This design comes from an exercise in tuning for small area and a short achievable clock period on the open sky130 flow, not from production work.
Function was checked by simulation only, so behaviour that the tests miss may differ from the original.

[flow/config.mk]
export PLATFORM = sky130hd
export DESIGN_NAME = divider
export DESIGN_NICKNAME = divider
export VERILOG_FILES = /design/flow/design.v
export SDC_FILE = /design/flow/constraint.sdc
export NUM_CORES = 4
export LEC_CHECK = 0
export CAP_MARGIN = 20
export CORE_MARGIN = 2
export CORE_UTILIZATION = 40
export CTS_BUF_LIST = sky130_fd_sc_hd__clkbuf_8
export SLEW_MARGIN = 20
[flow/flow/run.sh]
#!/bin/bash
# Own layout flow: the standard flow (standard.sh) with these changes:
#  - synthesis keeps the full-adder and half-adder modules (fa, ha) as their own modules so
#    each becomes one sky130 fa/ha cell, and extracts adders only inside them (not in the rest
#    of the logic, e.g. the final carry-lookahead adder); the netlist is then flattened and
#    renamed exactly as the standard synthesis script does;
#  - the remaining logic is mapped with flow/abc.script (area-oriented &nf mapping);
#  - port buffers are small buf cells instead of the default delay-buffer cell;
#  - timing repair aims for extra setup margin (SETUP_SLACK_MARGIN).
set -euo pipefail
W=$PWD
export SYNTH_KEEP_MODULES="fa ha"
export BUFFER_PORTS_ARGS="-buffer_cell sky130_fd_sc_hd__buf_1"
export ABC_AREA=1
export SETUP_SLACK_MARGIN=9.0
sed 's#^  extract_fa {\*}\[dont_use_extract_fa_args\]$#  extract_fa {*}[dont_use_extract_fa_args] fa ha#' \
  "$FLOW_HOME/scripts/synth.tcl" > "$W/synth_mod.tcl"
grep -q 'extract_fa {\*}\[dont_use_extract_fa_args\] fa ha' "$W/synth_mod.tcl"
# abc: our own mapping script (flow/abc.script) in place of ORFS's
sed -i 's#^  log_cmd abc {\*}\$abc_args$#  set abc_args [lreplace $abc_args 1 1 $::env(OWN_ABC_SCRIPT)]\n&#' "$W/synth_mod.tcl"
grep -q 'OWN_ABC_SCRIPT' "$W/synth_mod.tcl"
export OWN_ABC_SCRIPT="$W/flow/abc.script"
sed "s#\$::env(SCRIPTS_DIR)/synth.tcl#$W/synth_mod.tcl#" "$W/synth_recipe.tcl" > "$W/own_synth.tcl"
grep -q "source $W/synth_mod.tcl" "$W/own_synth.tcl"
sed "s#SYNTH_SCRIPT=[^ ]*#SYNTH_SCRIPT=$W/own_synth.tcl#" "$W/standard.sh" > "$W/own_standard.sh"
grep -q "SYNTH_SCRIPT=$W/own_synth.tcl" "$W/own_standard.sh"
bash "$W/own_standard.sh" > "$W/standard_flow.log" 2>&1
[flow/flow/abc.script]
strash
dch
map -B 0.9
topo
stime -c
[flow/constraint.sdc]
create_clock -name core_clock -period 18.0 [get_ports {clk}]
set_input_delay 3.6000 -clock core_clock [delete_from_list [all_inputs] [get_ports {clk}]]
set_output_delay 3.6000 -clock core_clock [all_outputs]
set_load 0.01 [all_outputs]
[flow/standard.sh]
#!/bin/bash
# synth_recipe.tcl (not shown) runs the flow's synth.tcl, then flattens the netlist and writes it again
# the make line also repeats each setting of config.mk as NAME=value (left out here)
make -C /OpenROAD-flow-scripts/flow DESIGN_CONFIG=/design/flow/config.mk WORK_HOME=/design/flow/orfs CLKGATE_MAP_FILE= SYNTH_SCRIPT=/design/flow/synth_recipe.tcl "${@:-finish}"
[flow/design.v]
module fa (input logic a, b, c, output logic s, co);
  assign s = a ^ b ^ c;
  assign co = (a & b) | (a & c) | (b & c);
endmodule
module ha (input logic a, b, output logic s, co);
  assign s = a ^ b;
  assign co = a & b;
endmodule
module multiplier (input logic [15:0] x, y, output logic [15:0] p);
  logic b1_1;
  logic b2_2;
  logic bn_3;
  logic xn4;
  logic xn5;
  logic xn6;
  logic xn7;
  logic xn8;
  logic xn9;
  logic xn10;
  logic xn11;
  logic xn12;
  logic xn13;
  logic xn14;
  logic xn15;
  logic xn16;
  logic xn17;
  logic xn18;
  logic xn19;
  logic xn20;
  logic pp21;
  logic pp22;
  logic pp23;
  logic pp24;
  logic pp25;
  logic pp26;
  logic pp27;
  logic pp28;
  logic pp29;
  logic pp30;
  logic pp31;
  logic pp32;
  logic pp33;
  logic pp34;
  logic pp35;
  logic pp36;
  logic pp37;
  logic pp38;
  logic b1_39;
  logic b2_40;
  logic bn_41;
  logic xn42;
  logic xn43;
  logic xn44;
  logic xn45;
  logic xn46;
  logic xn47;
  logic xn48;
  logic xn49;
  logic xn50;
  logic xn51;
  logic xn52;
  logic xn53;
  logic xn54;
  logic xn55;
  logic xn56;
  logic xn57;
  logic xn58;
  logic pp59;
  logic pp60;
  logic pp61;
  logic pp62;
  logic pp63;
  logic pp64;
  logic pp65;
  logic pp66;
  logic pp67;
  logic pp68;
  logic pp69;
  logic pp70;
  logic pp71;
  logic pp72;
  logic pp73;
  logic pp74;
  logic pp75;
  logic pp76;
  logic b1_77;
  logic b2_78;
  logic bn_79;
  logic xn80;
  logic xn81;
  logic xn82;
  logic xn83;
  logic xn84;
  logic xn85;
  logic xn86;
  logic xn87;
  logic xn88;
  logic xn89;
  logic xn90;
  logic xn91;
  logic xn92;
  logic xn93;
  logic xn94;
  logic xn95;
  logic xn96;
  logic pp97;
  logic pp98;
  logic pp99;
  logic pp100;
  logic pp101;
  logic pp102;
  logic pp103;
  logic pp104;
  logic pp105;
  logic pp106;
  logic pp107;
  logic pp108;
  logic pp109;
  logic pp110;
  logic pp111;
  logic pp112;
  logic pp113;
  logic pp114;
  logic b1_115;
  logic b2_116;
  logic bn_117;
  logic xn118;
  logic xn119;
  logic xn120;
  logic xn121;
  logic xn122;
  logic xn123;
  logic xn124;
  logic xn125;
  logic xn126;
  logic xn127;
  logic xn128;
  logic xn129;
  logic xn130;
  logic xn131;
  logic xn132;
  logic xn133;
  logic xn134;
  logic pp135;
  logic pp136;
  logic pp137;
  logic pp138;
  logic pp139;
  logic pp140;
  logic pp141;
  logic pp142;
  logic pp143;
  logic pp144;
  logic pp145;
  logic pp146;
  logic pp147;
  logic pp148;
  logic pp149;
  logic pp150;
  logic pp151;
  logic pp152;
  logic b1_153;
  logic b2_154;
  logic bn_155;
  logic xn156;
  logic xn157;
  logic xn158;
  logic xn159;
  logic xn160;
  logic xn161;
  logic xn162;
  logic xn163;
  logic xn164;
  logic xn165;
  logic xn166;
  logic xn167;
  logic xn168;
  logic xn169;
  logic xn170;
  logic xn171;
  logic xn172;
  logic pp173;
  logic pp174;
  logic pp175;
  logic pp176;
  logic pp177;
  logic pp178;
  logic pp179;
  logic pp180;
  logic pp181;
  logic pp182;
  logic pp183;
  logic pp184;
  logic pp185;
  logic pp186;
  logic pp187;
  logic pp188;
  logic pp189;
  logic pp190;
  logic b1_191;
  logic b2_192;
  logic bn_193;
  logic xn194;
  logic xn195;
  logic xn196;
  logic xn197;
  logic xn198;
  logic xn199;
  logic xn200;
  logic xn201;
  logic xn202;
  logic xn203;
  logic xn204;
  logic xn205;
  logic xn206;
  logic xn207;
  logic xn208;
  logic xn209;
  logic xn210;
  logic pp211;
  logic pp212;
  logic pp213;
  logic pp214;
  logic pp215;
  logic pp216;
  logic pp217;
  logic pp218;
  logic pp219;
  logic pp220;
  logic pp221;
  logic pp222;
  logic pp223;
  logic pp224;
  logic pp225;
  logic pp226;
  logic pp227;
  logic pp228;
  logic b1_229;
  logic b2_230;
  logic bn_231;
  logic xn232;
  logic xn233;
  logic xn234;
  logic xn235;
  logic xn236;
  logic xn237;
  logic xn238;
  logic xn239;
  logic xn240;
  logic xn241;
  logic xn242;
  logic xn243;
  logic xn244;
  logic xn245;
  logic xn246;
  logic xn247;
  logic xn248;
  logic pp249;
  logic pp250;
  logic pp251;
  logic pp252;
  logic pp253;
  logic pp254;
  logic pp255;
  logic pp256;
  logic pp257;
  logic pp258;
  logic pp259;
  logic pp260;
  logic pp261;
  logic pp262;
  logic pp263;
  logic pp264;
  logic pp265;
  logic pp266;
  logic b1_267;
  logic b2_268;
  logic bn_269;
  logic xn270;
  logic xn271;
  logic xn272;
  logic xn273;
  logic xn274;
  logic xn275;
  logic xn276;
  logic xn277;
  logic xn278;
  logic xn279;
  logic xn280;
  logic xn281;
  logic xn282;
  logic xn283;
  logic xn284;
  logic xn285;
  logic xn286;
  logic pp287;
  logic pp288;
  logic pp289;
  logic pp290;
  logic pp291;
  logic pp292;
  logic pp293;
  logic pp294;
  logic pp295;
  logic pp296;
  logic pp297;
  logic pp298;
  logic pp299;
  logic pp300;
  logic pp301;
  logic pp302;
  logic pp303;
  logic pp304;
  logic pp305;
  logic pp306;
  logic pp307;
  logic pp308;
  logic pp309;
  logic pp310;
  logic pp311;
  logic pp312;
  logic pp313;
  logic pp314;
  logic pp315;
  logic pp316;
  logic pp317;
  logic pp318;
  logic pp319;
  logic pp320;
  logic s321;
  logic c322;
  logic s323;
  logic c324;
  logic s325;
  logic c326;
  logic s327;
  logic c328;
  logic s329;
  logic c330;
  logic s331;
  logic c332;
  logic s333;
  logic c334;
  logic s335;
  logic c336;
  logic s337;
  logic c338;
  logic s339;
  logic c340;
  logic s341;
  logic c342;
  logic s343;
  logic c344;
  logic s345;
  logic c346;
  logic s347;
  logic c348;
  logic s349;
  logic c350;
  logic s351;
  logic c352;
  logic s353;
  logic c354;
  logic s355;
  logic c356;
  logic s357;
  logic c358;
  logic s359;
  logic c360;
  logic s361;
  logic c362;
  logic s363;
  logic c364;
  logic s365;
  logic c366;
  logic s367;
  logic c368;
  logic s369;
  logic c370;
  logic s371;
  logic c372;
  logic s373;
  logic c374;
  logic s375;
  logic c376;
  logic s377;
  logic c378;
  logic s379;
  logic c380;
  logic s381;
  logic c382;
  logic s383;
  logic c384;
  logic s385;
  logic c386;
  logic s387;
  logic c388;
  logic s389;
  logic c390;
  logic s391;
  logic c392;
  logic s393;
  logic c394;
  logic s395;
  logic c396;
  logic s397;
  logic c398;
  logic s399;
  logic c400;
  logic s401;
  logic c402;
  logic s403;
  logic c404;
  logic s405;
  logic c406;
  logic s407;
  logic c408;
  logic s409;
  logic c410;
  logic s411;
  logic c412;
  logic s413;
  logic c414;
  logic s415;
  logic c416;
  logic s417;
  logic c418;
  logic s419;
  logic c420;
  logic s421;
  logic c422;
  logic s423;
  logic c424;
  logic s425;
  logic c426;
  logic s427;
  logic c428;
  logic s429;
  logic c430;
  logic s431;
  logic c432;
  logic s433;
  logic c434;
  logic s435;
  logic c436;
  logic s437;
  logic c438;
  logic s439;
  logic c440;
  logic s441;
  logic c442;
  logic s443;
  logic c444;
  logic s445;
  logic c446;
  logic s447;
  logic c448;
  logic s449;
  logic c450;
  logic s451;
  logic c452;
  logic s453;
  logic c454;
  logic s455;
  logic c456;
  logic s457;
  logic c458;
  logic s459;
  logic c460;
  logic s461;
  logic c462;
  logic s463;
  logic c464;
  logic s465;
  logic c466;
  logic s467;
  logic c468;
  logic s469;
  logic c470;
  logic s471;
  logic c472;
  logic s473;
  logic c474;
  logic s475;
  logic c476;
  logic s477;
  logic c478;
  logic s479;
  logic c480;
  logic s481;
  logic c482;
  logic s483;
  logic c484;
  logic s485;
  logic c486;
  logic s487;
  logic c488;
  logic s489;
  logic c490;
  logic s491;
  logic c492;
  logic s493;
  logic c494;
  logic s495;
  logic c496;
  logic s497;
  logic c498;
  logic s499;
  logic c500;
  logic s501;
  logic c502;
  logic s503;
  logic c504;
  logic s505;
  logic c506;
  logic s507;
  logic c508;
  logic s509;
  logic c510;
  logic s511;
  logic c512;
  logic s513;
  logic c514;
  logic s515;
  logic c516;
  logic s517;
  logic c518;
  logic s519;
  logic c520;
  logic s521;
  logic c522;
  logic s523;
  logic c524;
  logic s525;
  logic c526;
  logic s527;
  logic c528;
  logic s529;
  logic c530;
  logic s531;
  logic c532;
  logic s533;
  logic c534;
  logic s535;
  logic c536;
  logic s537;
  logic c538;
  logic s539;
  logic c540;
  logic s541;
  logic c542;
  logic s543;
  logic c544;
  logic s545;
  logic c546;
  logic s547;
  logic c548;
  logic s549;
  logic c550;
  logic s551;
  logic c552;
  logic s553;
  logic c554;
  logic s555;
  logic c556;
  logic s557;
  logic c558;
  logic s559;
  logic c560;
  logic s561;
  logic c562;
  logic s563;
  logic c564;
  logic s565;
  logic c566;
  logic s567;
  logic c568;
  logic s569;
  logic c570;
  logic s571;
  logic c572;
  logic s573;
  logic c574;
  logic s575;
  logic c576;
  logic s577;
  logic c578;
  logic s579;
  logic c580;
  logic s581;
  logic c582;
  logic s583;
  logic c584;
  assign b1_1 = y[0] ^ 1'b0;
  assign b2_2 = (y[1] & ~y[0] & ~1'b0) | (~y[1] & y[0] & 1'b0);
  assign bn_3 = y[1] & ~(y[0] & 1'b0);
  assign xn4 = x[0] ^ bn_3;
  assign xn5 = x[1] ^ bn_3;
  assign xn6 = x[2] ^ bn_3;
  assign xn7 = x[3] ^ bn_3;
  assign xn8 = x[4] ^ bn_3;
  assign xn9 = x[5] ^ bn_3;
  assign xn10 = x[6] ^ bn_3;
  assign xn11 = x[7] ^ bn_3;
  assign xn12 = x[8] ^ bn_3;
  assign xn13 = x[9] ^ bn_3;
  assign xn14 = x[10] ^ bn_3;
  assign xn15 = x[11] ^ bn_3;
  assign xn16 = x[12] ^ bn_3;
  assign xn17 = x[13] ^ bn_3;
  assign xn18 = x[14] ^ bn_3;
  assign xn19 = x[15] ^ bn_3;
  assign xn20 = 1'b0 ^ bn_3;
  assign pp21 = (b1_1 & xn4) | (b2_2 & bn_3);
  assign pp22 = (b1_1 & xn5) | (b2_2 & xn4);
  assign pp23 = (b1_1 & xn6) | (b2_2 & xn5);
  assign pp24 = (b1_1 & xn7) | (b2_2 & xn6);
  assign pp25 = (b1_1 & xn8) | (b2_2 & xn7);
  assign pp26 = (b1_1 & xn9) | (b2_2 & xn8);
  assign pp27 = (b1_1 & xn10) | (b2_2 & xn9);
  assign pp28 = (b1_1 & xn11) | (b2_2 & xn10);
  assign pp29 = (b1_1 & xn12) | (b2_2 & xn11);
  assign pp30 = (b1_1 & xn13) | (b2_2 & xn12);
  assign pp31 = (b1_1 & xn14) | (b2_2 & xn13);
  assign pp32 = (b1_1 & xn15) | (b2_2 & xn14);
  assign pp33 = (b1_1 & xn16) | (b2_2 & xn15);
  assign pp34 = (b1_1 & xn17) | (b2_2 & xn16);
  assign pp35 = (b1_1 & xn18) | (b2_2 & xn17);
  assign pp36 = (b1_1 & xn19) | (b2_2 & xn18);
  assign pp37 = (b1_1 & xn20) | (b2_2 & xn19);
  assign pp38 = ~bn_3;
  assign b1_39 = y[2] ^ y[1];
  assign b2_40 = (y[3] & ~y[2] & ~y[1]) | (~y[3] & y[2] & y[1]);
  assign bn_41 = y[3] & ~(y[2] & y[1]);
  assign xn42 = x[0] ^ bn_41;
  assign xn43 = x[1] ^ bn_41;
  assign xn44 = x[2] ^ bn_41;
  assign xn45 = x[3] ^ bn_41;
  assign xn46 = x[4] ^ bn_41;
  assign xn47 = x[5] ^ bn_41;
  assign xn48 = x[6] ^ bn_41;
  assign xn49 = x[7] ^ bn_41;
  assign xn50 = x[8] ^ bn_41;
  assign xn51 = x[9] ^ bn_41;
  assign xn52 = x[10] ^ bn_41;
  assign xn53 = x[11] ^ bn_41;
  assign xn54 = x[12] ^ bn_41;
  assign xn55 = x[13] ^ bn_41;
  assign xn56 = x[14] ^ bn_41;
  assign xn57 = x[15] ^ bn_41;
  assign xn58 = 1'b0 ^ bn_41;
  assign pp59 = (b1_39 & xn42) | (b2_40 & bn_41);
  assign pp60 = (b1_39 & xn43) | (b2_40 & xn42);
  assign pp61 = (b1_39 & xn44) | (b2_40 & xn43);
  assign pp62 = (b1_39 & xn45) | (b2_40 & xn44);
  assign pp63 = (b1_39 & xn46) | (b2_40 & xn45);
  assign pp64 = (b1_39 & xn47) | (b2_40 & xn46);
  assign pp65 = (b1_39 & xn48) | (b2_40 & xn47);
  assign pp66 = (b1_39 & xn49) | (b2_40 & xn48);
  assign pp67 = (b1_39 & xn50) | (b2_40 & xn49);
  assign pp68 = (b1_39 & xn51) | (b2_40 & xn50);
  assign pp69 = (b1_39 & xn52) | (b2_40 & xn51);
  assign pp70 = (b1_39 & xn53) | (b2_40 & xn52);
  assign pp71 = (b1_39 & xn54) | (b2_40 & xn53);
  assign pp72 = (b1_39 & xn55) | (b2_40 & xn54);
  assign pp73 = (b1_39 & xn56) | (b2_40 & xn55);
  assign pp74 = (b1_39 & xn57) | (b2_40 & xn56);
  assign pp75 = (b1_39 & xn58) | (b2_40 & xn57);
  assign pp76 = ~bn_41;
  assign b1_77 = y[4] ^ y[3];
  assign b2_78 = (y[5] & ~y[4] & ~y[3]) | (~y[5] & y[4] & y[3]);
  assign bn_79 = y[5] & ~(y[4] & y[3]);
  assign xn80 = x[0] ^ bn_79;
  assign xn81 = x[1] ^ bn_79;
  assign xn82 = x[2] ^ bn_79;
  assign xn83 = x[3] ^ bn_79;
  assign xn84 = x[4] ^ bn_79;
  assign xn85 = x[5] ^ bn_79;
  assign xn86 = x[6] ^ bn_79;
  assign xn87 = x[7] ^ bn_79;
  assign xn88 = x[8] ^ bn_79;
  assign xn89 = x[9] ^ bn_79;
  assign xn90 = x[10] ^ bn_79;
  assign xn91 = x[11] ^ bn_79;
  assign xn92 = x[12] ^ bn_79;
  assign xn93 = x[13] ^ bn_79;
  assign xn94 = x[14] ^ bn_79;
  assign xn95 = x[15] ^ bn_79;
  assign xn96 = 1'b0 ^ bn_79;
  assign pp97 = (b1_77 & xn80) | (b2_78 & bn_79);
  assign pp98 = (b1_77 & xn81) | (b2_78 & xn80);
  assign pp99 = (b1_77 & xn82) | (b2_78 & xn81);
  assign pp100 = (b1_77 & xn83) | (b2_78 & xn82);
  assign pp101 = (b1_77 & xn84) | (b2_78 & xn83);
  assign pp102 = (b1_77 & xn85) | (b2_78 & xn84);
  assign pp103 = (b1_77 & xn86) | (b2_78 & xn85);
  assign pp104 = (b1_77 & xn87) | (b2_78 & xn86);
  assign pp105 = (b1_77 & xn88) | (b2_78 & xn87);
  assign pp106 = (b1_77 & xn89) | (b2_78 & xn88);
  assign pp107 = (b1_77 & xn90) | (b2_78 & xn89);
  assign pp108 = (b1_77 & xn91) | (b2_78 & xn90);
  assign pp109 = (b1_77 & xn92) | (b2_78 & xn91);
  assign pp110 = (b1_77 & xn93) | (b2_78 & xn92);
  assign pp111 = (b1_77 & xn94) | (b2_78 & xn93);
  assign pp112 = (b1_77 & xn95) | (b2_78 & xn94);
  assign pp113 = (b1_77 & xn96) | (b2_78 & xn95);
  assign pp114 = ~bn_79;
  assign b1_115 = y[6] ^ y[5];
  assign b2_116 = (y[7] & ~y[6] & ~y[5]) | (~y[7] & y[6] & y[5]);
  assign bn_117 = y[7] & ~(y[6] & y[5]);
  assign xn118 = x[0] ^ bn_117;
  assign xn119 = x[1] ^ bn_117;
  assign xn120 = x[2] ^ bn_117;
  assign xn121 = x[3] ^ bn_117;
  assign xn122 = x[4] ^ bn_117;
  assign xn123 = x[5] ^ bn_117;
  assign xn124 = x[6] ^ bn_117;
  assign xn125 = x[7] ^ bn_117;
  assign xn126 = x[8] ^ bn_117;
  assign xn127 = x[9] ^ bn_117;
  assign xn128 = x[10] ^ bn_117;
  assign xn129 = x[11] ^ bn_117;
  assign xn130 = x[12] ^ bn_117;
  assign xn131 = x[13] ^ bn_117;
  assign xn132 = x[14] ^ bn_117;
  assign xn133 = x[15] ^ bn_117;
  assign xn134 = 1'b0 ^ bn_117;
  assign pp135 = (b1_115 & xn118) | (b2_116 & bn_117);
  assign pp136 = (b1_115 & xn119) | (b2_116 & xn118);
  assign pp137 = (b1_115 & xn120) | (b2_116 & xn119);
  assign pp138 = (b1_115 & xn121) | (b2_116 & xn120);
  assign pp139 = (b1_115 & xn122) | (b2_116 & xn121);
  assign pp140 = (b1_115 & xn123) | (b2_116 & xn122);
  assign pp141 = (b1_115 & xn124) | (b2_116 & xn123);
  assign pp142 = (b1_115 & xn125) | (b2_116 & xn124);
  assign pp143 = (b1_115 & xn126) | (b2_116 & xn125);
  assign pp144 = (b1_115 & xn127) | (b2_116 & xn126);
  assign pp145 = (b1_115 & xn128) | (b2_116 & xn127);
  assign pp146 = (b1_115 & xn129) | (b2_116 & xn128);
  assign pp147 = (b1_115 & xn130) | (b2_116 & xn129);
  assign pp148 = (b1_115 & xn131) | (b2_116 & xn130);
  assign pp149 = (b1_115 & xn132) | (b2_116 & xn131);
  assign pp150 = (b1_115 & xn133) | (b2_116 & xn132);
  assign pp151 = (b1_115 & xn134) | (b2_116 & xn133);
  assign pp152 = ~bn_117;
  assign b1_153 = y[8] ^ y[7];
  assign b2_154 = (y[9] & ~y[8] & ~y[7]) | (~y[9] & y[8] & y[7]);
  assign bn_155 = y[9] & ~(y[8] & y[7]);
  assign xn156 = x[0] ^ bn_155;
  assign xn157 = x[1] ^ bn_155;
  assign xn158 = x[2] ^ bn_155;
  assign xn159 = x[3] ^ bn_155;
  assign xn160 = x[4] ^ bn_155;
  assign xn161 = x[5] ^ bn_155;
  assign xn162 = x[6] ^ bn_155;
  assign xn163 = x[7] ^ bn_155;
  assign xn164 = x[8] ^ bn_155;
  assign xn165 = x[9] ^ bn_155;
  assign xn166 = x[10] ^ bn_155;
  assign xn167 = x[11] ^ bn_155;
  assign xn168 = x[12] ^ bn_155;
  assign xn169 = x[13] ^ bn_155;
  assign xn170 = x[14] ^ bn_155;
  assign xn171 = x[15] ^ bn_155;
  assign xn172 = 1'b0 ^ bn_155;
  assign pp173 = (b1_153 & xn156) | (b2_154 & bn_155);
  assign pp174 = (b1_153 & xn157) | (b2_154 & xn156);
  assign pp175 = (b1_153 & xn158) | (b2_154 & xn157);
  assign pp176 = (b1_153 & xn159) | (b2_154 & xn158);
  assign pp177 = (b1_153 & xn160) | (b2_154 & xn159);
  assign pp178 = (b1_153 & xn161) | (b2_154 & xn160);
  assign pp179 = (b1_153 & xn162) | (b2_154 & xn161);
  assign pp180 = (b1_153 & xn163) | (b2_154 & xn162);
  assign pp181 = (b1_153 & xn164) | (b2_154 & xn163);
  assign pp182 = (b1_153 & xn165) | (b2_154 & xn164);
  assign pp183 = (b1_153 & xn166) | (b2_154 & xn165);
  assign pp184 = (b1_153 & xn167) | (b2_154 & xn166);
  assign pp185 = (b1_153 & xn168) | (b2_154 & xn167);
  assign pp186 = (b1_153 & xn169) | (b2_154 & xn168);
  assign pp187 = (b1_153 & xn170) | (b2_154 & xn169);
  assign pp188 = (b1_153 & xn171) | (b2_154 & xn170);
  assign pp189 = (b1_153 & xn172) | (b2_154 & xn171);
  assign pp190 = ~bn_155;
  assign b1_191 = y[10] ^ y[9];
  assign b2_192 = (y[11] & ~y[10] & ~y[9]) | (~y[11] & y[10] & y[9]);
  assign bn_193 = y[11] & ~(y[10] & y[9]);
  assign xn194 = x[0] ^ bn_193;
  assign xn195 = x[1] ^ bn_193;
  assign xn196 = x[2] ^ bn_193;
  assign xn197 = x[3] ^ bn_193;
  assign xn198 = x[4] ^ bn_193;
  assign xn199 = x[5] ^ bn_193;
  assign xn200 = x[6] ^ bn_193;
  assign xn201 = x[7] ^ bn_193;
  assign xn202 = x[8] ^ bn_193;
  assign xn203 = x[9] ^ bn_193;
  assign xn204 = x[10] ^ bn_193;
  assign xn205 = x[11] ^ bn_193;
  assign xn206 = x[12] ^ bn_193;
  assign xn207 = x[13] ^ bn_193;
  assign xn208 = x[14] ^ bn_193;
  assign xn209 = x[15] ^ bn_193;
  assign xn210 = 1'b0 ^ bn_193;
  assign pp211 = (b1_191 & xn194) | (b2_192 & bn_193);
  assign pp212 = (b1_191 & xn195) | (b2_192 & xn194);
  assign pp213 = (b1_191 & xn196) | (b2_192 & xn195);
  assign pp214 = (b1_191 & xn197) | (b2_192 & xn196);
  assign pp215 = (b1_191 & xn198) | (b2_192 & xn197);
  assign pp216 = (b1_191 & xn199) | (b2_192 & xn198);
  assign pp217 = (b1_191 & xn200) | (b2_192 & xn199);
  assign pp218 = (b1_191 & xn201) | (b2_192 & xn200);
  assign pp219 = (b1_191 & xn202) | (b2_192 & xn201);
  assign pp220 = (b1_191 & xn203) | (b2_192 & xn202);
  assign pp221 = (b1_191 & xn204) | (b2_192 & xn203);
  assign pp222 = (b1_191 & xn205) | (b2_192 & xn204);
  assign pp223 = (b1_191 & xn206) | (b2_192 & xn205);
  assign pp224 = (b1_191 & xn207) | (b2_192 & xn206);
  assign pp225 = (b1_191 & xn208) | (b2_192 & xn207);
  assign pp226 = (b1_191 & xn209) | (b2_192 & xn208);
  assign pp227 = (b1_191 & xn210) | (b2_192 & xn209);
  assign pp228 = ~bn_193;
  assign b1_229 = y[12] ^ y[11];
  assign b2_230 = (y[13] & ~y[12] & ~y[11]) | (~y[13] & y[12] & y[11]);
  assign bn_231 = y[13] & ~(y[12] & y[11]);
  assign xn232 = x[0] ^ bn_231;
  assign xn233 = x[1] ^ bn_231;
  assign xn234 = x[2] ^ bn_231;
  assign xn235 = x[3] ^ bn_231;
  assign xn236 = x[4] ^ bn_231;
  assign xn237 = x[5] ^ bn_231;
  assign xn238 = x[6] ^ bn_231;
  assign xn239 = x[7] ^ bn_231;
  assign xn240 = x[8] ^ bn_231;
  assign xn241 = x[9] ^ bn_231;
  assign xn242 = x[10] ^ bn_231;
  assign xn243 = x[11] ^ bn_231;
  assign xn244 = x[12] ^ bn_231;
  assign xn245 = x[13] ^ bn_231;
  assign xn246 = x[14] ^ bn_231;
  assign xn247 = x[15] ^ bn_231;
  assign xn248 = 1'b0 ^ bn_231;
  assign pp249 = (b1_229 & xn232) | (b2_230 & bn_231);
  assign pp250 = (b1_229 & xn233) | (b2_230 & xn232);
  assign pp251 = (b1_229 & xn234) | (b2_230 & xn233);
  assign pp252 = (b1_229 & xn235) | (b2_230 & xn234);
  assign pp253 = (b1_229 & xn236) | (b2_230 & xn235);
  assign pp254 = (b1_229 & xn237) | (b2_230 & xn236);
  assign pp255 = (b1_229 & xn238) | (b2_230 & xn237);
  assign pp256 = (b1_229 & xn239) | (b2_230 & xn238);
  assign pp257 = (b1_229 & xn240) | (b2_230 & xn239);
  assign pp258 = (b1_229 & xn241) | (b2_230 & xn240);
  assign pp259 = (b1_229 & xn242) | (b2_230 & xn241);
  assign pp260 = (b1_229 & xn243) | (b2_230 & xn242);
  assign pp261 = (b1_229 & xn244) | (b2_230 & xn243);
  assign pp262 = (b1_229 & xn245) | (b2_230 & xn244);
  assign pp263 = (b1_229 & xn246) | (b2_230 & xn245);
  assign pp264 = (b1_229 & xn247) | (b2_230 & xn246);
  assign pp265 = (b1_229 & xn248) | (b2_230 & xn247);
  assign pp266 = ~bn_231;
  assign b1_267 = y[14] ^ y[13];
  assign b2_268 = (y[15] & ~y[14] & ~y[13]) | (~y[15] & y[14] & y[13]);
  assign bn_269 = y[15] & ~(y[14] & y[13]);
  assign xn270 = x[0] ^ bn_269;
  assign xn271 = x[1] ^ bn_269;
  assign xn272 = x[2] ^ bn_269;
  assign xn273 = x[3] ^ bn_269;
  assign xn274 = x[4] ^ bn_269;
  assign xn275 = x[5] ^ bn_269;
  assign xn276 = x[6] ^ bn_269;
  assign xn277 = x[7] ^ bn_269;
  assign xn278 = x[8] ^ bn_269;
  assign xn279 = x[9] ^ bn_269;
  assign xn280 = x[10] ^ bn_269;
  assign xn281 = x[11] ^ bn_269;
  assign xn282 = x[12] ^ bn_269;
  assign xn283 = x[13] ^ bn_269;
  assign xn284 = x[14] ^ bn_269;
  assign xn285 = x[15] ^ bn_269;
  assign xn286 = 1'b0 ^ bn_269;
  assign pp287 = (b1_267 & xn270) | (b2_268 & bn_269);
  assign pp288 = (b1_267 & xn271) | (b2_268 & xn270);
  assign pp289 = (b1_267 & xn272) | (b2_268 & xn271);
  assign pp290 = (b1_267 & xn273) | (b2_268 & xn272);
  assign pp291 = (b1_267 & xn274) | (b2_268 & xn273);
  assign pp292 = (b1_267 & xn275) | (b2_268 & xn274);
  assign pp293 = (b1_267 & xn276) | (b2_268 & xn275);
  assign pp294 = (b1_267 & xn277) | (b2_268 & xn276);
  assign pp295 = (b1_267 & xn278) | (b2_268 & xn277);
  assign pp296 = (b1_267 & xn279) | (b2_268 & xn278);
  assign pp297 = (b1_267 & xn280) | (b2_268 & xn279);
  assign pp298 = (b1_267 & xn281) | (b2_268 & xn280);
  assign pp299 = (b1_267 & xn282) | (b2_268 & xn281);
  assign pp300 = (b1_267 & xn283) | (b2_268 & xn282);
  assign pp301 = (b1_267 & xn284) | (b2_268 & xn283);
  assign pp302 = (b1_267 & xn285) | (b2_268 & xn284);
  assign pp303 = (b1_267 & xn286) | (b2_268 & xn285);
  assign pp304 = ~bn_269;
  assign pp305 = x[0] & y[15];
  assign pp306 = x[1] & y[15];
  assign pp307 = x[2] & y[15];
  assign pp308 = x[3] & y[15];
  assign pp309 = x[4] & y[15];
  assign pp310 = x[5] & y[15];
  assign pp311 = x[6] & y[15];
  assign pp312 = x[7] & y[15];
  assign pp313 = x[8] & y[15];
  assign pp314 = x[9] & y[15];
  assign pp315 = x[10] & y[15];
  assign pp316 = x[11] & y[15];
  assign pp317 = x[12] & y[15];
  assign pp318 = x[13] & y[15];
  assign pp319 = x[14] & y[15];
  assign pp320 = x[15] & y[15];
  ha us321 (.a(bn_193), .b(pp103), .s(s321), .co(c322));
  ha us323 (.a(pp104), .b(pp140), .s(s323), .co(c324));
  fa us325 (.a(bn_231), .b(pp105), .c(pp141), .s(s325), .co(c326));
  ha us327 (.a(pp177), .b(pp213), .s(s327), .co(c328));
  fa us329 (.a(pp106), .b(pp142), .c(pp178), .s(s329), .co(c330));
  ha us331 (.a(pp214), .b(pp250), .s(s331), .co(c332));
  fa us333 (.a(bn_269), .b(pp107), .c(pp143), .s(s333), .co(c334));
  fa us335 (.a(pp179), .b(pp215), .c(pp251), .s(s335), .co(c336));
  ha us337 (.a(pp287), .b(pp35), .s(s337), .co(c338));
  fa us339 (.a(pp108), .b(pp144), .c(pp180), .s(s339), .co(c340));
  fa us341 (.a(pp216), .b(pp252), .c(pp288), .s(s341), .co(c342));
  ha us343 (.a(pp36), .b(pp72), .s(s343), .co(c344));
  fa us345 (.a(pp305), .b(pp109), .c(pp145), .s(s345), .co(c346));
  fa us347 (.a(pp181), .b(pp217), .c(pp253), .s(s347), .co(c348));
  fa us349 (.a(pp289), .b(pp37), .c(pp73), .s(s349), .co(c350));
  fa us351 (.a(pp306), .b(bn_3), .c(pp110), .s(s351), .co(c352));
  fa us353 (.a(pp146), .b(pp182), .c(pp218), .s(s353), .co(c354));
  fa us355 (.a(pp254), .b(pp290), .c(pp74), .s(s355), .co(c356));
  fa us357 (.a(pp307), .b(bn_3), .c(pp111), .s(s357), .co(c358));
  fa us359 (.a(pp147), .b(pp183), .c(pp219), .s(s359), .co(c360));
  fa us361 (.a(pp255), .b(pp291), .c(pp75), .s(s361), .co(c362));
  fa us363 (.a(pp308), .b(pp38), .c(pp76), .s(s363), .co(c364));
  fa us365 (.a(pp112), .b(pp148), .c(pp184), .s(s365), .co(c366));
  fa us367 (.a(pp220), .b(pp256), .c(pp292), .s(s367), .co(c368));
  assign s369 = ~(pp309 ^ pp113);
  assign c370 = pp309 | pp113;
  fa us371 (.a(pp149), .b(pp185), .c(pp221), .s(s371), .co(c372));
  ha us373 (.a(pp257), .b(pp293), .s(s373), .co(c374));
  fa us375 (.a(pp310), .b(pp114), .c(pp150), .s(s375), .co(c376));
  fa us377 (.a(pp186), .b(pp222), .c(pp258), .s(s377), .co(c378));
  assign s379 = ~(pp311 ^ pp151);
  assign c380 = pp311 | pp151;
  ha us381 (.a(pp187), .b(pp223), .s(s381), .co(c382));
  fa us383 (.a(pp312), .b(pp152), .c(pp188), .s(s383), .co(c384));
  assign s385 = ~pp313;
  assign c386 = pp313;
  ha us387 (.a(bn_117), .b(pp135), .s(s387), .co(c388));
  ha us389 (.a(pp100), .b(pp136), .s(s389), .co(c390));
  fa us391 (.a(bn_155), .b(pp101), .c(pp137), .s(s391), .co(c392));
  ha us393 (.a(pp173), .b(pp29), .s(s393), .co(c394));
  fa us395 (.a(pp102), .b(pp138), .c(pp174), .s(s395), .co(c396));
  ha us397 (.a(pp30), .b(pp66), .s(s397), .co(c398));
  fa us399 (.a(pp139), .b(pp175), .c(pp211), .s(s399), .co(c400));
  fa us401 (.a(pp31), .b(pp67), .c(s321), .s(s401), .co(c402));
  fa us403 (.a(pp176), .b(pp212), .c(pp32), .s(s403), .co(c404));
  fa us405 (.a(pp68), .b(c322), .c(s323), .s(s405), .co(c406));
  fa us407 (.a(pp249), .b(pp33), .c(pp69), .s(s407), .co(c408));
  fa us409 (.a(c324), .b(s327), .c(s325), .s(s409), .co(c410));
  fa us411 (.a(pp34), .b(pp70), .c(c328), .s(s411), .co(c412));
  fa us413 (.a(s331), .b(c326), .c(s329), .s(s413), .co(c414));
  fa us415 (.a(pp71), .b(c332), .c(s337), .s(s415), .co(c416));
  fa us417 (.a(c330), .b(s333), .c(s335), .s(s417), .co(c418));
  fa us419 (.a(c338), .b(s343), .c(c334), .s(s419), .co(c420));
  fa us421 (.a(c336), .b(s339), .c(s341), .s(s421), .co(c422));
  fa us423 (.a(c344), .b(c340), .c(c342), .s(s423), .co(c424));
  fa us425 (.a(s345), .b(s347), .c(s349), .s(s425), .co(c426));
  fa us427 (.a(c346), .b(c348), .c(c350), .s(s427), .co(c428));
  fa us429 (.a(s351), .b(s353), .c(s355), .s(s429), .co(c430));
  fa us431 (.a(c352), .b(c354), .c(c356), .s(s431), .co(c432));
  fa us433 (.a(s357), .b(s359), .c(s361), .s(s433), .co(c434));
  fa us435 (.a(s363), .b(c358), .c(c360), .s(s435), .co(c436));
  fa us437 (.a(c362), .b(s365), .c(s367), .s(s437), .co(c438));
  fa us439 (.a(c364), .b(s373), .c(c366), .s(s439), .co(c440));
  fa us441 (.a(c368), .b(s369), .c(s371), .s(s441), .co(c442));
  fa us443 (.a(pp294), .b(c374), .c(c370), .s(s443), .co(c444));
  fa us445 (.a(c372), .b(s375), .c(s377), .s(s445), .co(c446));
  fa us447 (.a(pp259), .b(pp295), .c(s381), .s(s447), .co(c448));
  fa us449 (.a(c376), .b(c378), .c(s379), .s(s449), .co(c450));
  fa us451 (.a(pp224), .b(pp260), .c(pp296), .s(s451), .co(c452));
  fa us453 (.a(c382), .b(c380), .c(s383), .s(s453), .co(c454));
  fa us455 (.a(s385), .b(pp189), .c(pp225), .s(s455), .co(c456));
  fa us457 (.a(pp261), .b(pp297), .c(c384), .s(s457), .co(c458));
  fa us459 (.a(pp314), .b(pp190), .c(c386), .s(s459), .co(c460));
  fa us461 (.a(pp226), .b(pp262), .c(pp298), .s(s461), .co(c462));
  assign s463 = ~(pp315 ^ pp227);
  assign c464 = pp315 | pp227;
  ha us465 (.a(pp263), .b(pp299), .s(s465), .co(c466));
  fa us467 (.a(pp316), .b(pp228), .c(pp264), .s(s467), .co(c468));
  assign s469 = ~pp317;
  assign c470 = pp317;
  ha us471 (.a(bn_79), .b(pp25), .s(s471), .co(c472));
  ha us473 (.a(pp26), .b(pp62), .s(s473), .co(c474));
  fa us475 (.a(pp27), .b(pp63), .c(pp99), .s(s475), .co(c476));
  fa us477 (.a(pp28), .b(pp64), .c(c388), .s(s477), .co(c478));
  fa us479 (.a(pp65), .b(c390), .c(s393), .s(s479), .co(c480));
  fa us481 (.a(c394), .b(s397), .c(c392), .s(s481), .co(c482));
  fa us483 (.a(c398), .b(c396), .c(s399), .s(s483), .co(c484));
  fa us485 (.a(c400), .b(s403), .c(c402), .s(s485), .co(c486));
  fa us487 (.a(c404), .b(s407), .c(c406), .s(s487), .co(c488));
  fa us489 (.a(c408), .b(s411), .c(c410), .s(s489), .co(c490));
  fa us491 (.a(c412), .b(s415), .c(c414), .s(s491), .co(c492));
  fa us493 (.a(c416), .b(c418), .c(s419), .s(s493), .co(c494));
  fa us495 (.a(c420), .b(c422), .c(s423), .s(s495), .co(c496));
  fa us497 (.a(c424), .b(c426), .c(s427), .s(s497), .co(c498));
  fa us499 (.a(c428), .b(c430), .c(s431), .s(s499), .co(c500));
  fa us501 (.a(c432), .b(c434), .c(s435), .s(s501), .co(c502));
  fa us503 (.a(c436), .b(c438), .c(s439), .s(s503), .co(c504));
  fa us505 (.a(c440), .b(c442), .c(s443), .s(s505), .co(c506));
  fa us507 (.a(s447), .b(c444), .c(c446), .s(s507), .co(c508));
  fa us509 (.a(s451), .b(c448), .c(c450), .s(s509), .co(c510));
  fa us511 (.a(c452), .b(s455), .c(c454), .s(s511), .co(c512));
  fa us513 (.a(s459), .b(c456), .c(s461), .s(s513), .co(c514));
  fa us515 (.a(c460), .b(s465), .c(c462), .s(s515), .co(c516));
  fa us517 (.a(pp300), .b(c466), .c(c464), .s(s517), .co(c518));
  fa us519 (.a(s469), .b(pp265), .c(pp301), .s(s519), .co(c520));
  fa us521 (.a(pp318), .b(pp266), .c(c470), .s(s521), .co(c522));
  assign s523 = ~pp319;
  assign c524 = pp319;
  ha us525 (.a(bn_41), .b(pp23), .s(s525), .co(c526));
  ha us527 (.a(pp24), .b(pp60), .s(s527), .co(c528));
  fa us529 (.a(pp61), .b(pp97), .c(s471), .s(s529), .co(c530));
  fa us531 (.a(pp98), .b(c472), .c(s473), .s(s531), .co(c532));
  fa us533 (.a(c474), .b(s387), .c(s475), .s(s533), .co(c534));
  fa us535 (.a(s389), .b(c476), .c(s477), .s(s535), .co(c536));
  fa us537 (.a(s391), .b(c478), .c(s479), .s(s537), .co(c538));
  fa us539 (.a(s395), .b(c480), .c(s481), .s(s539), .co(c540));
  fa us541 (.a(s401), .b(c482), .c(s483), .s(s541), .co(c542));
  fa us543 (.a(s405), .b(c484), .c(s485), .s(s543), .co(c544));
  fa us545 (.a(s409), .b(c486), .c(s487), .s(s545), .co(c546));
  fa us547 (.a(s413), .b(c488), .c(s489), .s(s547), .co(c548));
  fa us549 (.a(s417), .b(c490), .c(s491), .s(s549), .co(c550));
  fa us551 (.a(s421), .b(c492), .c(s493), .s(s551), .co(c552));
  fa us553 (.a(s425), .b(c494), .c(s495), .s(s553), .co(c554));
  fa us555 (.a(s429), .b(c496), .c(s497), .s(s555), .co(c556));
  fa us557 (.a(s433), .b(c498), .c(s499), .s(s557), .co(c558));
  fa us559 (.a(s437), .b(c500), .c(s501), .s(s559), .co(c560));
  fa us561 (.a(s441), .b(c502), .c(s503), .s(s561), .co(c562));
  fa us563 (.a(s445), .b(c504), .c(s505), .s(s563), .co(c564));
  fa us565 (.a(s449), .b(c506), .c(s507), .s(s565), .co(c566));
  fa us567 (.a(s453), .b(c508), .c(s509), .s(s567), .co(c568));
  fa us569 (.a(s457), .b(c510), .c(s511), .s(s569), .co(c570));
  fa us571 (.a(c458), .b(s513), .c(c512), .s(s571), .co(c572));
  fa us573 (.a(s463), .b(c514), .c(s515), .s(s573), .co(c574));
  fa us575 (.a(s467), .b(c516), .c(s517), .s(s575), .co(c576));
  fa us577 (.a(c468), .b(s519), .c(c518), .s(s577), .co(c578));
  fa us579 (.a(pp302), .b(s521), .c(c520), .s(s579), .co(c580));
  fa us581 (.a(s523), .b(pp303), .c(c522), .s(s581), .co(c582));
  fa us583 (.a(pp320), .b(pp304), .c(c524), .s(s583), .co(c584));
  logic [31:0] ra, rb, sum;
  assign ra = {s583, s581, s579, s577, c574, s573, c570, c568, c566, c564, c562, c560, c558, c556, c554, c552, c550, c548, c546, c544, c542, c540, c538, c536, c534, c532, c530, c528, c526, pp59, pp22, bn_3};
  assign rb = {c582, c580, c578, c576, s575, c572, s571, s569, s567, s565, s563, s561, s559, s557, s555, s553, s551, s549, s547, s545, s543, s541, s539, s537, s535, s533, s531, s529, s527, s525, 1'b0, pp21};
  logic [31:0] g0, p0;
  assign g0 = ra & rb;
  assign p0 = ra ^ rb;
  logic gg1_1, pp1_1;
  assign gg1_1 = g0[1] | (p0[1] & g0[0]);
  assign pp1_1 = p0[1] & p0[0];
  logic gg1_3, pp1_3;
  assign gg1_3 = g0[3] | (p0[3] & g0[2]);
  assign pp1_3 = p0[3] & p0[2];
  logic gg1_5, pp1_5;
  assign gg1_5 = g0[5] | (p0[5] & g0[4]);
  assign pp1_5 = p0[5] & p0[4];
  logic gg1_7, pp1_7;
  assign gg1_7 = g0[7] | (p0[7] & g0[6]);
  assign pp1_7 = p0[7] & p0[6];
  logic gg1_9, pp1_9;
  assign gg1_9 = g0[9] | (p0[9] & g0[8]);
  assign pp1_9 = p0[9] & p0[8];
  logic gg1_11, pp1_11;
  assign gg1_11 = g0[11] | (p0[11] & g0[10]);
  assign pp1_11 = p0[11] & p0[10];
  logic gg1_13, pp1_13;
  assign gg1_13 = g0[13] | (p0[13] & g0[12]);
  assign pp1_13 = p0[13] & p0[12];
  logic gg1_15, pp1_15;
  assign gg1_15 = g0[15] | (p0[15] & g0[14]);
  assign pp1_15 = p0[15] & p0[14];
  logic gg1_17, pp1_17;
  assign gg1_17 = g0[17] | (p0[17] & g0[16]);
  assign pp1_17 = p0[17] & p0[16];
  logic gg1_19, pp1_19;
  assign gg1_19 = g0[19] | (p0[19] & g0[18]);
  assign pp1_19 = p0[19] & p0[18];
  logic gg1_21, pp1_21;
  assign gg1_21 = g0[21] | (p0[21] & g0[20]);
  assign pp1_21 = p0[21] & p0[20];
  logic gg1_23, pp1_23;
  assign gg1_23 = g0[23] | (p0[23] & g0[22]);
  assign pp1_23 = p0[23] & p0[22];
  logic gg1_25, pp1_25;
  assign gg1_25 = g0[25] | (p0[25] & g0[24]);
  assign pp1_25 = p0[25] & p0[24];
  logic gg1_27, pp1_27;
  assign gg1_27 = g0[27] | (p0[27] & g0[26]);
  assign pp1_27 = p0[27] & p0[26];
  logic gg1_29, pp1_29;
  assign gg1_29 = g0[29] | (p0[29] & g0[28]);
  assign pp1_29 = p0[29] & p0[28];
  logic gg1_31, pp1_31;
  assign gg1_31 = g0[31] | (p0[31] & g0[30]);
  assign pp1_31 = p0[31] & p0[30];
  logic gg2_3, pp2_3;
  assign gg2_3 = gg1_3 | (pp1_3 & gg1_1);
  assign pp2_3 = pp1_3 & pp1_1;
  logic gg2_7, pp2_7;
  assign gg2_7 = gg1_7 | (pp1_7 & gg1_5);
  assign pp2_7 = pp1_7 & pp1_5;
  logic gg2_11, pp2_11;
  assign gg2_11 = gg1_11 | (pp1_11 & gg1_9);
  assign pp2_11 = pp1_11 & pp1_9;
  logic gg2_15, pp2_15;
  assign gg2_15 = gg1_15 | (pp1_15 & gg1_13);
  assign pp2_15 = pp1_15 & pp1_13;
  logic gg2_19, pp2_19;
  assign gg2_19 = gg1_19 | (pp1_19 & gg1_17);
  assign pp2_19 = pp1_19 & pp1_17;
  logic gg2_23, pp2_23;
  assign gg2_23 = gg1_23 | (pp1_23 & gg1_21);
  assign pp2_23 = pp1_23 & pp1_21;
  logic gg2_27, pp2_27;
  assign gg2_27 = gg1_27 | (pp1_27 & gg1_25);
  assign pp2_27 = pp1_27 & pp1_25;
  logic gg2_31, pp2_31;
  assign gg2_31 = gg1_31 | (pp1_31 & gg1_29);
  assign pp2_31 = pp1_31 & pp1_29;
  logic gg3_7, pp3_7;
  assign gg3_7 = gg2_7 | (pp2_7 & gg2_3);
  assign pp3_7 = pp2_7 & pp2_3;
  logic gg3_15, pp3_15;
  assign gg3_15 = gg2_15 | (pp2_15 & gg2_11);
  assign pp3_15 = pp2_15 & pp2_11;
  logic gg3_23, pp3_23;
  assign gg3_23 = gg2_23 | (pp2_23 & gg2_19);
  assign pp3_23 = pp2_23 & pp2_19;
  logic gg3_31, pp3_31;
  assign gg3_31 = gg2_31 | (pp2_31 & gg2_27);
  assign pp3_31 = pp2_31 & pp2_27;
  logic gg4_15, pp4_15;
  assign gg4_15 = gg3_15 | (pp3_15 & gg3_7);
  assign pp4_15 = pp3_15 & pp3_7;
  logic gg4_31, pp4_31;
  assign gg4_31 = gg3_31 | (pp3_31 & gg3_23);
  assign pp4_31 = pp3_31 & pp3_23;
  logic gg5_31, pp5_31;
  assign gg5_31 = gg4_31 | (pp4_31 & gg4_15);
  assign pp5_31 = pp4_31 & pp4_15;
  logic gg7_23, pp7_23;
  assign gg7_23 = gg3_23 | (pp3_23 & gg4_15);
  assign pp7_23 = pp3_23 & pp4_15;
  logic gg8_11, pp8_11;
  assign gg8_11 = gg2_11 | (pp2_11 & gg3_7);
  assign pp8_11 = pp2_11 & pp3_7;
  logic gg8_19, pp8_19;
  assign gg8_19 = gg2_19 | (pp2_19 & gg4_15);
  assign pp8_19 = pp2_19 & pp4_15;
  logic gg8_27, pp8_27;
  assign gg8_27 = gg2_27 | (pp2_27 & gg7_23);
  assign pp8_27 = pp2_27 & pp7_23;
  logic gg9_5, pp9_5;
  assign gg9_5 = gg1_5 | (pp1_5 & gg2_3);
  assign pp9_5 = pp1_5 & pp2_3;
  logic gg9_9, pp9_9;
  assign gg9_9 = gg1_9 | (pp1_9 & gg3_7);
  assign pp9_9 = pp1_9 & pp3_7;
  logic gg9_13, pp9_13;
  assign gg9_13 = gg1_13 | (pp1_13 & gg8_11);
  assign pp9_13 = pp1_13 & pp8_11;
  logic gg9_17, pp9_17;
  assign gg9_17 = gg1_17 | (pp1_17 & gg4_15);
  assign pp9_17 = pp1_17 & pp4_15;
  logic gg9_21, pp9_21;
  assign gg9_21 = gg1_21 | (pp1_21 & gg8_19);
  assign pp9_21 = pp1_21 & pp8_19;
  logic gg9_25, pp9_25;
  assign gg9_25 = gg1_25 | (pp1_25 & gg7_23);
  assign pp9_25 = pp1_25 & pp7_23;
  logic gg9_29, pp9_29;
  assign gg9_29 = gg1_29 | (pp1_29 & gg8_27);
  assign pp9_29 = pp1_29 & pp8_27;
  logic gg10_2, pp10_2;
  assign gg10_2 = g0[2] | (p0[2] & gg1_1);
  assign pp10_2 = p0[2] & pp1_1;
  logic gg10_4, pp10_4;
  assign gg10_4 = g0[4] | (p0[4] & gg2_3);
  assign pp10_4 = p0[4] & pp2_3;
  logic gg10_6, pp10_6;
  assign gg10_6 = g0[6] | (p0[6] & gg9_5);
  assign pp10_6 = p0[6] & pp9_5;
  logic gg10_8, pp10_8;
  assign gg10_8 = g0[8] | (p0[8] & gg3_7);
  assign pp10_8 = p0[8] & pp3_7;
  logic gg10_10, pp10_10;
  assign gg10_10 = g0[10] | (p0[10] & gg9_9);
  assign pp10_10 = p0[10] & pp9_9;
  logic gg10_12, pp10_12;
  assign gg10_12 = g0[12] | (p0[12] & gg8_11);
  assign pp10_12 = p0[12] & pp8_11;
  logic gg10_14, pp10_14;
  assign gg10_14 = g0[14] | (p0[14] & gg9_13);
  assign pp10_14 = p0[14] & pp9_13;
  logic gg10_16, pp10_16;
  assign gg10_16 = g0[16] | (p0[16] & gg4_15);
  assign pp10_16 = p0[16] & pp4_15;
  logic gg10_18, pp10_18;
  assign gg10_18 = g0[18] | (p0[18] & gg9_17);
  assign pp10_18 = p0[18] & pp9_17;
  logic gg10_20, pp10_20;
  assign gg10_20 = g0[20] | (p0[20] & gg8_19);
  assign pp10_20 = p0[20] & pp8_19;
  logic gg10_22, pp10_22;
  assign gg10_22 = g0[22] | (p0[22] & gg9_21);
  assign pp10_22 = p0[22] & pp9_21;
  logic gg10_24, pp10_24;
  assign gg10_24 = g0[24] | (p0[24] & gg7_23);
  assign pp10_24 = p0[24] & pp7_23;
  logic gg10_26, pp10_26;
  assign gg10_26 = g0[26] | (p0[26] & gg9_25);
  assign pp10_26 = p0[26] & pp9_25;
  logic gg10_28, pp10_28;
  assign gg10_28 = g0[28] | (p0[28] & gg8_27);
  assign pp10_28 = p0[28] & pp8_27;
  logic gg10_30, pp10_30;
  assign gg10_30 = g0[30] | (p0[30] & gg9_29);
  assign pp10_30 = p0[30] & pp9_29;
  assign sum[0] = p0[0];
  assign sum[31:1] = p0[31:1] ^ {gg10_30, gg9_29, gg10_28, gg8_27, gg10_26, gg9_25, gg10_24, gg7_23, gg10_22, gg9_21, gg10_20, gg8_19, gg10_18, gg9_17, gg10_16, gg4_15, gg10_14, gg9_13, gg10_12, gg8_11, gg10_10, gg9_9, gg10_8, gg3_7, gg10_6, gg9_5, gg10_4, gg2_3, gg10_2, gg1_1, g0[0]};
  assign p = sum[30:15];
endmodule
module divider (input logic [15:0] N,D,IA0,IA1,IA2,IA3,
                input logic clk, reset, kSave, nSave, dSave, kNextSel,
                input logic [1:0] muxSelB,
                output logic [15:0] quotient, remainder);
  logic [15:0] n, d, k, left, right, p;
  logic s0, s1, s2, s3, sk;
  assign s0 = ~reset & kNextSel & (D[14:13] == 2'd0);
  assign s1 = ~reset & kNextSel & (D[14:13] == 2'd1);
  assign s2 = ~reset & kNextSel & (D[14:13] == 2'd2);
  assign s3 = ~reset & kNextSel & (D[14:13] == 2'd3);
  assign sk = ~reset & ~kNextSel;
  assign left = ({16{s0}} & IA0) | ({16{s1}} & IA1) | ({16{s2}} & IA2) | ({16{s3}} & IA3)
              | ({16{sk}} & k);
  always_comb
    case (muxSelB)
      2'd0: right = N;
      2'd1: right = D;
      2'd2: right = n;
      default: right = d;
    endcase
  multiplier mult(.x(left), .y(right), .p(p));
  always_ff @(posedge clk) begin
    if (nSave | reset) n <= p;
    if (dSave | reset) d <= p;
    if (kSave | reset) k <= ~(p | {16{reset}});
    if (nSave | reset) quotient <= n & {16{~reset}};
  end
  assign remainder = 16'b0;
endmodule
==> run notes, run 1 <==
Worst setup path
The critical path capture point type is a register. The largest single stage delay on the critical path is about 0.56 ns. In this run the worst path has a maximum fanout of 19.

The total number of cells along the worst setup path is 25. The number of buffers and inverters on the critical path is 7. The slowest stage of the critical path is the sky130_fd_sc_hd__fa_1 cell. STA classifies the critical path startpoint as an input pin. The endpoint identified for the worst register-to-register timing path is k[10]$_DFFE_PP_. The class of the most critical setup path is input pin to register. For flop-to-flop paths, the worst setup slack is 12.48 ns.

The worst reg-to-reg path cell count is 25. The signal arrival time at the worst endpoint is 8.92 ns. Among cell families on the critical path, the largest total delay comes from adder cells. The startpoint identified for the worst register-to-register timing path is n[11]$_DFFE_PP_. For the worst setup path, the data required time is 18.09 ns.

Timing
The final clock period utilization by the worst path is 49.05%. The clock skew is 0.01116 ns. The maximum clock rate is 113.3 MHz. Setup violations remaining at the end of the flow were counted as 0. The worst slew slack as a fraction of its limit is 46.77%. At the pin with the least slew margin, the transition time is 0.7984 ns. The final-report hold violation count is 0. Setup repair after global routing left no endpoint under its margin.

The number of slew-limit violations in the final report is 0. In the final timing run, aggregate negative setup slack is 0 ns. For the finished layout, the period the worst path requires is 8.829 ns.

Synth
The cell count after synthesis is approximately 1,000. In the synthesized netlist the async set-or-reset flop fraction comes to 0%. By area the synthesized netlist is led by sky130_fd_sc_hd__fa_1 (24%), sky130_fd_sc_hd__edfxtp_1 (22%), sky130_fd_sc_hd__xor2_1 (12%). The commonest cells after synthesis are sky130_fd_sc_hd__nand2_1 (175), sky130_fd_sc_hd__clkinv_1 (129), sky130_fd_sc_hd__o22ai_1 (124), sky130_fd_sc_hd__xor2_1 (124), sky130_fd_sc_hd__nor2_1 (121). The largest area contributor in the netlist is sky130_fd_sc_hd__fa_1. After synthesis, the largest area contributor takes up 24.20% of total cell area. In the synthesized netlist the dominant register cell turns out to be sky130_fd_sc_hd__edfxtp_1. The sequential element share of the synthesized area is 21.51%. The total standard cell area after synthesis is 0.008935 mm2.

The xor/xnor cell area share of the yosys netlist is 13.63%. Measured against the total synthesized area, the mux share comes to 0%. After Yosys synthesis, and, or, nand and nor cells account for 16.23% of the synthesized area. For this run, the number of Yosys warnings is 1.

In this run, synthesis inferred 64 flip-flops with an integrated enable. By area, the combinational part of the netlist is dominated by adder cells. Among all cell types in the netlist, the one instantiated most often is sky130_fd_sc_hd__nand2_1.

Summing the areas of all compound-gate instances in the mapped netlist gives ~15% of the synthesized area. The average cell area after synthesis is 8.566 um2. Counting distinct cell types in the post-synthesis netlist gives 27. The flip-flop and latch count after synthesis is 64.

The synthesized-area fraction occupied by adder cells is 26.58%.

Hold path
In this run the most critical hold path is launched from n[13]$_DFFE_PP_. The type of the most critical hold path is register to register. The worst hold path was traced through 2 stages. The endpoint with the worst hold slack is quotient[13]$_DFFE_PP_.

Placed design
The HPWL after detailed placement is 22,140 um. In this run, placement finished with an instance count of roughly 1,500. The placed instances occupy a cell area of about 0.01 mm2. The congestion estimate from routability-driven global placement came to 0.9117.

The count of buffers from port buffering is 119.

Global routing
The number of global-route vias before repair is about 8,400. For this run the aggregate overflow at the end of global routing stands at 0. The first global-routing pass estimated 45,070 um of wire. Global routing used approximately a quarter of the available tracks. The maximum number of pins on one net before global-route repair is 39. The number of antenna violations at the first check in global routing is 0.

Clock tree
At the later pin of the worst-skew pair, clock insertion delay measures 0.35 ns. The tree is rooted in a sky130_fd_sc_hd__clkbuf_8. The total CTS buffers is 9. The number of hold buffers added after CTS was 0.

The clock tree buffer depth is 2. The register clock-pin slew on the reported worst setup and hold paths is 0.07 ns. CTS built an H-tree with a depth of 3. The clock drives 64 sinks. The CTS tree is done.

Detailed routing
Wires add up to 30,540 um. The via total after detailed routing is ~8,700. The number of DRC markers after the initial detailed-route iteration is 776. After detailed routing, the average wire length per cell comes to 19.40 um.

In the routed layout, each cell is associated on average with a via count of 5.521. The pre-antenna-repair detailed-routing pass consisted of 5 iterations. For this run, design rule violations remaining after detail routing come to 0. The count of nets left with antenna violations once routing finished came out at 0.

Cells and area
The final net count is about 1,500. After filler insertion, the fill cell instance count of the layout stands at around 2,000. The final cell area excluding filler cells is approximately 0.012 mm2. The fraction of final layout cells sized beyond drive strength 1 is 21.95%. Once layout is complete, the cells apart from fillers number roughly 1,600. The fraction of the core area covered by cells at the end of the flow is 53.14%.

Compared with the post-synthesis result, the final layout area differs by 30.19%. The count of inserted antenna diode cells is 0.

Floorplan
The die outline width is 153.5 um. For this configuration, the core starts out at a cell density of 40.82%. In this run the count of I/O pins placed on the die edge is between 100 and 150. The standard cell core area is 0.02189 mm2. The total die area is 0.02355 mm2. The total number of placement rows is 54.

The height of the die is 153.5 um.

Status
The flow ran to the end and the layout has no timing, DRC or antenna violations.

Flow run
Max-cap violations in this run came to 0.
-- state kept, by name, indices dropped and copies added (netlist names) --
register,cells
quotient,16
n,16
k,16
d,16
-- routing by layer --
metal	global-route usage, %	vias to the layer above	wire length (um)
met2	40.54	388	14860
met5	0	-	0
met1	33.21	4218	12640
li1	-	4037	-
met4	6.291	0	728
met3	4.877	47	2310
-- how the worst max path moves through the flow --
stage,from,end,slack (ns)
floorplan,muxSelB[1],k[14]$_DFFE_PP_,9.01
detailed placement,muxSelB[0],k[14]$_DFFE_PP_,7.39
global placement,muxSelB[1],k[10]$_DFFE_PP_,7.50
global route,reset,k[15]$_DFFE_PP_,8.93
finish,reset,k[10]$_DFFE_PP_,9.17
CTS,muxSelB[0],k[14]$_DFFE_PP_,9.00
-- worst register-to-register path, delay by kind of cell (launching register included) --
family,cells,cell delay (ns)
adder cells (fa/ha/maj),4,1.89
AND/OR/NAND/NOR,10,1.29
AO/OA/AOI/OAI,4,0.69
buffers and inverters,5,0.53
XOR/XNOR,2,0.53
flip-flops,1,0.33
-- kinds of logic after synthesis --
family | count (synthesis)
and+or+nand+nor | 358
xor gates and xnor gates | 139
DFF | 64
buffers and inverters | 145
AOI/OAI and AO/OA | 211
other | 1
adders and majority gates | 125
-- repair_timing --
action,in CTS,in global routing
setup buffers,42,53
cloned,2,3
endpoints found under the setup margin,48,48
resized for setup,58,114
pin swaps,10,13
-- Yosys stat by module, one instance, submodules excluded --
module / area [um2] / cells inside / flops+latches / times used
ha: 12.51 / 1 / 0 / 17
fa: 20.02 / 1 / 0 / 108
divider: 6560 / 918 / 64 / 1
-- per-stage QoR --
| step | hold WS (ns) | setup WS [ns] |
|---|---|---|
| detailed placement | 0.5825 | 7.389 |
| CTS | 0.5931 | 9.003 |
| global placement | 0.5671 | 7.500 |
| global route | 0.6373 | 8.930 |
| finish | 0.5940 | 9.171 |
| floorplan | 0.5460 | 9.011 |
-- final cells by class --
| type | count | area [um2] | area share (%) |
|---|---|---|---|
| well taps | 280 | 350.3 | 3.012 |
| inverters | 129 | 544.3 | 4.679 |
| repair buffers | 232 | 1509 | 12.97 |
| multi-input cells | 851 | 7107 | 61.10 |
| repair inverters | 2 | 12.51 | 0.1076 |
| flip-flops and latches | 64 | 1922 | 16.52 |
| clock buffers | 9 | 123.9 | 1.065 |
| clock inverters | 7 | 63.81 | 0.5486 |
-- cells in the final DEF, fill, tap and decap left out, types with 10 or more instances in the layout --
master / n
sky130_fd_sc_hd__nor4_2: 10
sky130_fd_sc_hd__nor2_4: 13
sky130_fd_sc_hd__buf_12: 11
sky130_fd_sc_hd__nand3_1: 36
sky130_fd_sc_hd__nand2_2: 16
sky130_fd_sc_hd__xor2_2: 18
sky130_fd_sc_hd__o22ai_2: 16
sky130_fd_sc_hd__xor2_1: 105
sky130_fd_sc_hd__edfxtp_1: 64
sky130_fd_sc_hd__conb_1: 16
sky130_fd_sc_hd__buf_1: 115
sky130_fd_sc_hd__o22ai_1: 108
sky130_fd_sc_hd__a22o_2: 12
sky130_fd_sc_hd__fa_1: 105
sky130_fd_sc_hd__xnor2_1: 15
sky130_fd_sc_hd__o21ai_0: 21
sky130_fd_sc_hd__buf_6: 11
sky130_fd_sc_hd__buf_4: 91
sky130_fd_sc_hd__nand2_1: 155
sky130_fd_sc_hd__nor2_1: 101
sky130_fd_sc_hd__clkinv_1: 109
sky130_fd_sc_hd__ha_1: 17
==> run 2, diff against run 1 <==
--- a/flow/flow/run.sh
+++ b/flow/flow/run.sh
@@ -12,7 +12,7 @@
 export SYNTH_KEEP_MODULES="fa ha"
 export BUFFER_PORTS_ARGS="-buffer_cell sky130_fd_sc_hd__buf_1"
 export ABC_AREA=1
-export SETUP_SLACK_MARGIN=9.0
+export SETUP_SLACK_MARGIN=8.4
 sed 's#^  extract_fa {\*}\[dont_use_extract_fa_args\]$#  extract_fa {*}[dont_use_extract_fa_args] fa ha#' \
   "$FLOW_HOME/scripts/synth.tcl" > "$W/synth_mod.tcl"
 grep -q 'extract_fa {\*}\[dont_use_extract_fa_args\] fa ha' "$W/synth_mod.tcl"
==> run 2 against run 1 <==
  * Highest routed layer unchanged
  * Core utilization down 4.9 points
  * Worst hold slack about the same
  * Cell area down 9.1%
  * First-iteration DRC count down 17%
  * Non-clock buffer count down 64
  * Worst setup slack worse by 0.34 ns
  * Wire length down 8.8%
  * Cell count down 4.3%
  * Critical path type unchanged
  * Via count down 5.5%
==> run notes, run 2 <==
Clock tree
TritonCTS built the clock tree. The clock tree buffer depth is 2. The clock latency on the worst-skew pair is 0.35 ns. The clock net in this run drives a total of 64 sinks. The H-tree level count is 3.

Synth
The number of different library cells used by synthesis comes to 27. For this run, the number of Yosys warnings is 1. The sequential element share of the synthesized area is between 20% and 30%.

In this run, synthesis produced a sequential element count of 64. In the post-synthesis netlist, the cell with the most instances is sky130_fd_sc_hd__nand2_1. Counting every instance in the synthesized netlist gives between 1,000 and 1,500. The average cell area after synthesis is 8.566 um2.

Worst setup path
Of all nets on the critical path, the largest fanout is 38. The worst setup path is launched from an input pin. The cell with the biggest individual delay on the critical path is sky130_fd_sc_hd__fa_1.

The worst setup path is captured at a register. For this run, the slowest stage of the critical path takes ~0.53 ns. STA puts the critical path data required time at 18.09 ns. The setup path with the least slack is of type input pin to register.

Timing
The number of slew-limit violations in the final report is 0. The sum of negative setup slack is 0 ns. The final-report hold violation count is 0.

Floorplan
The total number of placement rows is 54. The die outline width is 153.5 um.

Detailed routing
In the routed design, unresolved DRC markers number 0. The number of DRC markers after the initial detailed-route iteration is 642. The remaining number of nets flagged by the antenna check after routing is 0. The pre-antenna-repair detailed-routing pass consisted of 5 iterations.

Status
The run finished with no timing, DRC or antenna violations.

Global routing
The number of global-route vias before repair is 8,148. The first-pass GRT wire length is 43,500 um. The number of antenna violations at the first check in global routing is 0.

Cells and area
Cells with a size suffix above 1 make up 11.09% of the layout.
## run 2: cell counts after synthesis
Identical to the previous run, type by type.
## run 2: final cells by class
cell class	count	area, um2	share of cell area, %
Multi-Input combinational cell	849	6628	62.71
Sequential cell	64	1922	18.18
Timing Repair Buffer	168	882.1	8.346
Inverter	129	575.6	5.446
Tap cell	280	350.3	3.315
Clock buffer	9	123.9	1.172
Clock inverter	7	87.58	0.8287
## run 2: final timing paths
check            startpoint               endpoint  slack [ns]  cells past startpoint
max                   reset        k[11]$_DFFE_PP_        8.83                     27
min          n[3]$_DFFE_PP_  quotient[3]$_DFFE_PP_        0.59                      2
max reg2reg  n[4]$_DFFE_PP_        k[11]$_DFFE_PP_       12.24                     24
min reg2reg  n[3]$_DFFE_PP_  quotient[3]$_DFFE_PP_        0.59                      2
## run 2: cell families (layout without fill, tap and decap cells)
kind of cell	count (synthesis)	count (layout)	share of synthesized area, %
DFF	64	64	21.51
adders and majority gates	125	125	26.58
and+or+nand+nor	358	358	16.23
other	1	16	0.04197
buffers and inverters	145	313	6.764
AOI/OAI and AO/OA	211	211	15.25
xor gates and xnor gates	139	139	13.63
## run 2: per-stage QoR
stage	util, %	instances	worst slack, ns	hold WS, ns
after floorplan	-	1058	8.492	0.5460
after global routing	48.28	1506	8.395	0.6315
after CTS	46.99	1487	8.474	0.5950
final	48.28	1506	8.828	0.5935
after detailed placement	45.24	1461	7.169	0.5784
after global placement	45.17	1460	7.336	0.5650
## run 2: modules after synthesis, one instance, submodules excluded
| module | times used | flops+latches | cell area (um2) | cells inside |
|---|---|---|---|---|
| divider | 1 | 64 | 6560 | 918 |
| fa | 108 | 0 | 20.02 | 1 |
| ha | 17 | 0 | 12.51 | 1 |
## run 2: timing repair
item	in CTS	in global routing
buffers inserted	10	19
hold endpoints to repair	0	0
setup endpoints to repair	48	40
pin swaps	2	6
gates resized for setup	27	35
## run 2: layer usage
| metal | wire length (um) | track usage [%] | part of all wire, % |
|---|---|---|---|
| met1 | 11810 | 32.16 | 42 |
| met3 | 2195 | 4.281 | 7.9 |
| met5 | 0 | 0 | 0 |
| met4 | 340 | 5.024 | 1.2 |
| met2 | 13500 | 39.29 | 48 |
## run 2: critical path: cells and delay by family
| kind | cells | cell delay [ns] |
|---|---|---|
| AOI/OAI and AO/OA | 3 | 0.59 |
| adders and majority gates | 4 | 1.91 |
| buffers and inverters | 7 | 1.19 |
| xor gates and xnor gates | 2 | 0.54 |
| and+or+nand+nor | 11 | 1.37 |

[static timing again, ports no longer ideal]
Ports are ideal in the flow. The routed layouts listed here were re-timed in OpenROAD. Step 1 sets driving cells, clkbuf_16 on the clock port and buf_2 on the other inputs (assumed; they add their load-dependent delay and slew). Step 2 times the ports against the registers' clock, not the clock port: input delays grow and output delays shrink by t, the midpoint of the rising clock arrivals with the driver on. Three values: ideal, step 1, step 2; two values: the first two.
| run | shift t [ns] | setup WS [ns] | worst register clock-pin slew, ns | worst slew at a driven data input, ns |
|---|---|---|---|---|
| run 1 | 0.378 | 9.171 / 9.179 / 8.801 | 0.08 / 0.08 | 0.04 |
| run 2 | 0.370 | 8.828 / 8.834 / 8.464 | 0.08 / 0.08 | 0.04 |
After both steps setup and hold are still met in every run listed. For run 1, which loses most, drivers alone change the setup slack by +0.008 ns; drivers and shift together by -0.370 ns.
